What follows belongs to an exercise in optimizing a design on an open flow for small area, a short achievable clock period and few clock cycles; a production flow would make more cautious choices.
RTL that was checked went through simulation tests only; none was proved equivalent to the original.
No activity file was given, so power comes from the tool's default toggle rates.

==> 04-01: inputs <==
==> flow/design.v <==
module HW2_divider(Clk, Rst, St, Divisor, Dividend, Quotient, Remainder, Overflow, Done);
	input Clk, Rst, St;
	input [15:0] Divisor;
	input [15:0] Dividend;
	output [15:0] Quotient;
	output [15:0] Remainder;
	output Overflow;
	output reg Done;
	reg [15:0] R;      
	reg [15:0] D;      
	reg [15:0] Q;      
	reg [3:0] cnt;     
	reg ovf;
	wire z8 = ~|Divisor[15:8];
	wire [15:0] n1 = z8 ? {Divisor[7:0], 8'b0} : Divisor;
	wire z4 = ~|n1[15:12];
	wire [15:0] n2 = z4 ? {n1[11:0], 4'b0} : n1;
	wire z2 = ~|n2[15:14];
	wire [15:0] n3 = z2 ? {n2[13:0], 2'b0} : n2;
	wire z1 = ~n3[15];
	wire [15:0] n4 = z1 ? {n3[14:0], 1'b0} : n3;
	wire [16:0] diff = {1'b0, R} - {1'b0, D};
	wire ge = ~diff[16];
	assign Quotient = Q;
	assign Remainder = R;
	assign Overflow = ovf;
	always @(posedge Clk) begin
		if (Rst) begin
			Done <= 1'b1;
		end else if (Done) begin
			D <= n4;
			cnt <= {z8, z4, z2, z1};
			if (St) begin
				Done <= 1'b0;
				R <= Dividend;
				Q <= 16'd0;
				ovf <= ~|Divisor;
			end
		end else begin
			if (ge) R <= diff[15:0];
			Q <= {Q[14:0], ge};
			D <= {1'b0, D[15:1]};
			cnt <= cnt - 4'd1;
			if (cnt == 4'd0 || ovf) Done <= 1'b1;
		end
	end
endmodule
==> flow/run.sh <==
#!/bin/bash
# synth_recipe.tcl (not shown) runs the flow's synth.tcl, then flattens the netlist and writes it again
# the make line also repeats each setting of config.mk as NAME=value (left out here)
make -C /OpenROAD-flow-scripts/flow DESIGN_CONFIG=/design/flow/config.mk WORK_HOME=/design/flow/orfs CLKGATE_MAP_FILE= SYNTH_SCRIPT=/design/flow/synth_recipe.tcl finish
==> flow/config.mk <==
export PLATFORM = sky130hd
export DESIGN_NAME = HW2_divider
export DESIGN_NICKNAME = HW2_divider
export VERILOG_FILES = /design/flow/design.v
export SDC_FILE = /design/flow/constraint.sdc
export NUM_CORES = 4
export LEC_CHECK = 0
export CAP_MARGIN = 20
export CORE_MARGIN = 2
export CORE_UTILIZATION = 40
export SLEW_MARGIN = 20
==> flow/constraint.sdc <==
create_clock -name core_clock -period 6.0 [get_ports {Clk}]
set_input_delay 1.2000 -clock core_clock [delete_from_list [all_inputs] [get_ports {Clk}]]
set_output_delay 1.2000 -clock core_clock [all_outputs]
set_load 0.01 [all_outputs]
==> inputs of 04-10, as changes to 04-01 <==
==> flow/design.v, changed modules only <==
module HW2_divider(Clk, Rst, St, Divisor, Dividend, Quotient, Remainder, Overflow, Done);
	input Clk, Rst, St;
	input [15:0] Divisor;
	input [15:0] Dividend;
	output [15:0] Quotient;
	output [15:0] Remainder;
	output Overflow;
	output reg Done;
	reg [15:0] R;      
	reg [15:0] B;      
	reg [15:0] Q;      
	reg [2:0] cnt;     
	reg ovf;
	reg [2:0] e;
	always @(*) begin
		casez (Divisor)
			16'b1???????????????, 16'b01??????????????: e = 3'd0;
			16'b001?????????????, 16'b0001????????????: e = 3'd1;
			16'b00001???????????, 16'b000001??????????: e = 3'd2;
			16'b0000001?????????, 16'b00000001????????: e = 3'd3;
			16'b000000001???????, 16'b0000000001??????: e = 3'd4;
			16'b00000000001?????, 16'b000000000001????: e = 3'd5;
			16'b0000000000001???, 16'b00000000000001??: e = 3'd6;
			default: e = 3'd7;
		endcase
	end
	wire [15:0] n1 = e[2] ? {Divisor[7:0], 8'b0} : Divisor;
	wire [15:0] n2 = e[1] ? {n1[11:0], 4'b0} : n1;
	wire [15:0] n3 = e[0] ? {n2[13:0], 2'b0} : n2;
	wire [17:0] d1 = {2'b0, R} - {2'b0, B};
	wire [17:0] d2 = {2'b0, R} - {1'b0, B, 1'b0};
	wire [18:0] ca = {3'b0, R};
	wire [18:0] cb = ~{3'b0, B};
	wire [18:0] cc = ~{2'b0, B, 1'b0};
	wire [18:0] cs = ca ^ cb ^ cc;
	wire [18:0] cy = {(ca[17:0] & cb[17:0]) | (ca[17:0] & cc[17:0]) | (cb[17:0] & cc[17:0]), 1'b1};
	wire [18:0] d3 = cs + cy + 19'd1;
	wire ge1 = ~d1[17];
	wire ge2 = ~d2[17];
	wire ge3 = ~d3[18];
	wire s3 = ge3;
	wire s2 = ge2 & ~ge3;
	wire s1 = ge1 & ~ge2;
	wire s0 = ~ge1;
	wire [15:0] rn = ({16{s3}} & d3[15:0]) | ({16{s2}} & d2[15:0]) |
	                 ({16{s1}} & d1[15:0]) | ({16{s0}} & R);
	assign Quotient = Q;
	assign Remainder = R;
	assign Overflow = ovf;
	always @(posedge Clk) begin
		if (Rst)
			Done <= 1'b1;
		else if (Done)
			Done <= ~St;
		else if (cnt == 3'd0 || ovf)
			Done <= 1'b1;
	end
	always @(posedge Clk) begin
		if (Done) begin
			B <= n3;
			cnt <= e;
			if (St) begin
				R <= Dividend;
				Q <= 16'd0;
				ovf <= ~|Divisor;
			end
		end else begin
			R <= rn;
			Q <= {Q[13:0], ge2, ge3 | (ge1 & ~ge2)};
			B <= {2'b0, B[15:2]};
			cnt <= cnt - 3'd1;
		end
	end
endmodule
==> flow/flow/run.sh (new file) <==
#!/bin/bash
# The standard layout, with each port buffered by a small buffer instead of
# the delay cell that buffer_ports picks by default.
set -euo pipefail
bash standard.sh "BUFFER_PORTS_ARGS=-buffer_cell sky130_fd_sc_hd__buf_1" finish > standard.log 2>&1
==> flow/standard.sh (new file) <==
#!/bin/bash
# synth_recipe.tcl (not shown) runs the flow's synth.tcl, then flattens the netlist and writes it again
# the make line also repeats each setting of config.mk as NAME=value (left out here)
make -C /OpenROAD-flow-scripts/flow DESIGN_CONFIG=/design/flow/config.mk WORK_HOME=/design/flow/orfs CLKGATE_MAP_FILE= SYNTH_SCRIPT=/design/flow/synth_recipe.tcl "${@:-finish}"
--- a/flow/config.mk
+++ b/flow/config.mk
@@ -5,7 +5,10 @@
 export SDC_FILE = /design/flow/constraint.sdc
 export NUM_CORES = 4
 export LEC_CHECK = 0
+export ABC_AREA = 1
+export ABC_CLOCK_PERIOD_IN_PS = 2000
 export CAP_MARGIN = 20
 export CORE_MARGIN = 2
 export CORE_UTILIZATION = 40
+export SETUP_SLACK_MARGIN = 2.5
 export SLEW_MARGIN = 20
removed: flow/run.sh
==> run summary <==
global-route wire length before repair 27,000 um; placed cell area 0.00626 mm^2; NetSw 0.00144 W; Top pwr grp combinational cells; Post-Synth XOR/XNOR Area 1.95%; DRT iter0 DRCs 301; sequential cell area share 21.7%; status timing/DRC/antenna clean; comb pwr 0.00185 W; cell count along the critical path 14; worst-case reg-to-reg path depth 14; largest net degree at the start of global routing 34; Critical-path top delay cell fa_1
That was 04-10.
==> run summary <==
status timing/DRC/antenna clean; number of endpoints failing setup at the final stage 0; largest net degree at the start of global routing 76; clock network power 0.000211 W; Post-Synth XOR/XNOR Area 2.34%; comb pwr 0.000329 W; Critical-path top delay cell or4_1; highest-count cells in the layout ignoring fill and taps clkdlybuf4s50_1, edfxtp_1, nor2_1; nonclk buf count 71; NetSw 0.000323 W; Cell variety after synth 57; worst-case reg-to-reg path depth 11; Top pwr grp registers; global-route wire length before repair 15,100 um
That was 04-01.
Testbench counts of 04-10, summed over its fixed seeds: cycles 47,499.
For 04-01, only the layout was checked, not whether the RTL still works.

afterwards: timing with drivers on the ports:
The results above use ideal ports. As a check the final layouts listed here were re-extracted and re-timed, cells and wires unchanged.
Step 1: set_driving_cell puts a clkbuf_16 on Clk and a buf_2 on each other input, an assumption about the parent block.
Step 2 moves the port delays by t, midway between the first and last clock arrival at a register: inputs arrive t later, outputs are due t later. That takes back most of the time a late clock gives input paths.
Three values: ideal ports, drivers, drivers and shift; two values: the first two.
| run | shift t [ns] | slack for setup (ns) | worst data-port slew with drivers (ns) | pins driven straight from the clock port |
|---|---|---|---|---|
| 04-01 | 0.332 | 1.707 / 1.716 / 1.384 | 0.04 | 1 |
| 04-10 | 0.353 | 2.905 / 2.905 / 2.791 | 0.04 | 1 |
After both steps every run listed still meets setup and hold. The setup slack of 04-01, which loses most, moves by +0.009 ns with the drivers and by -0.323 ns with both steps.
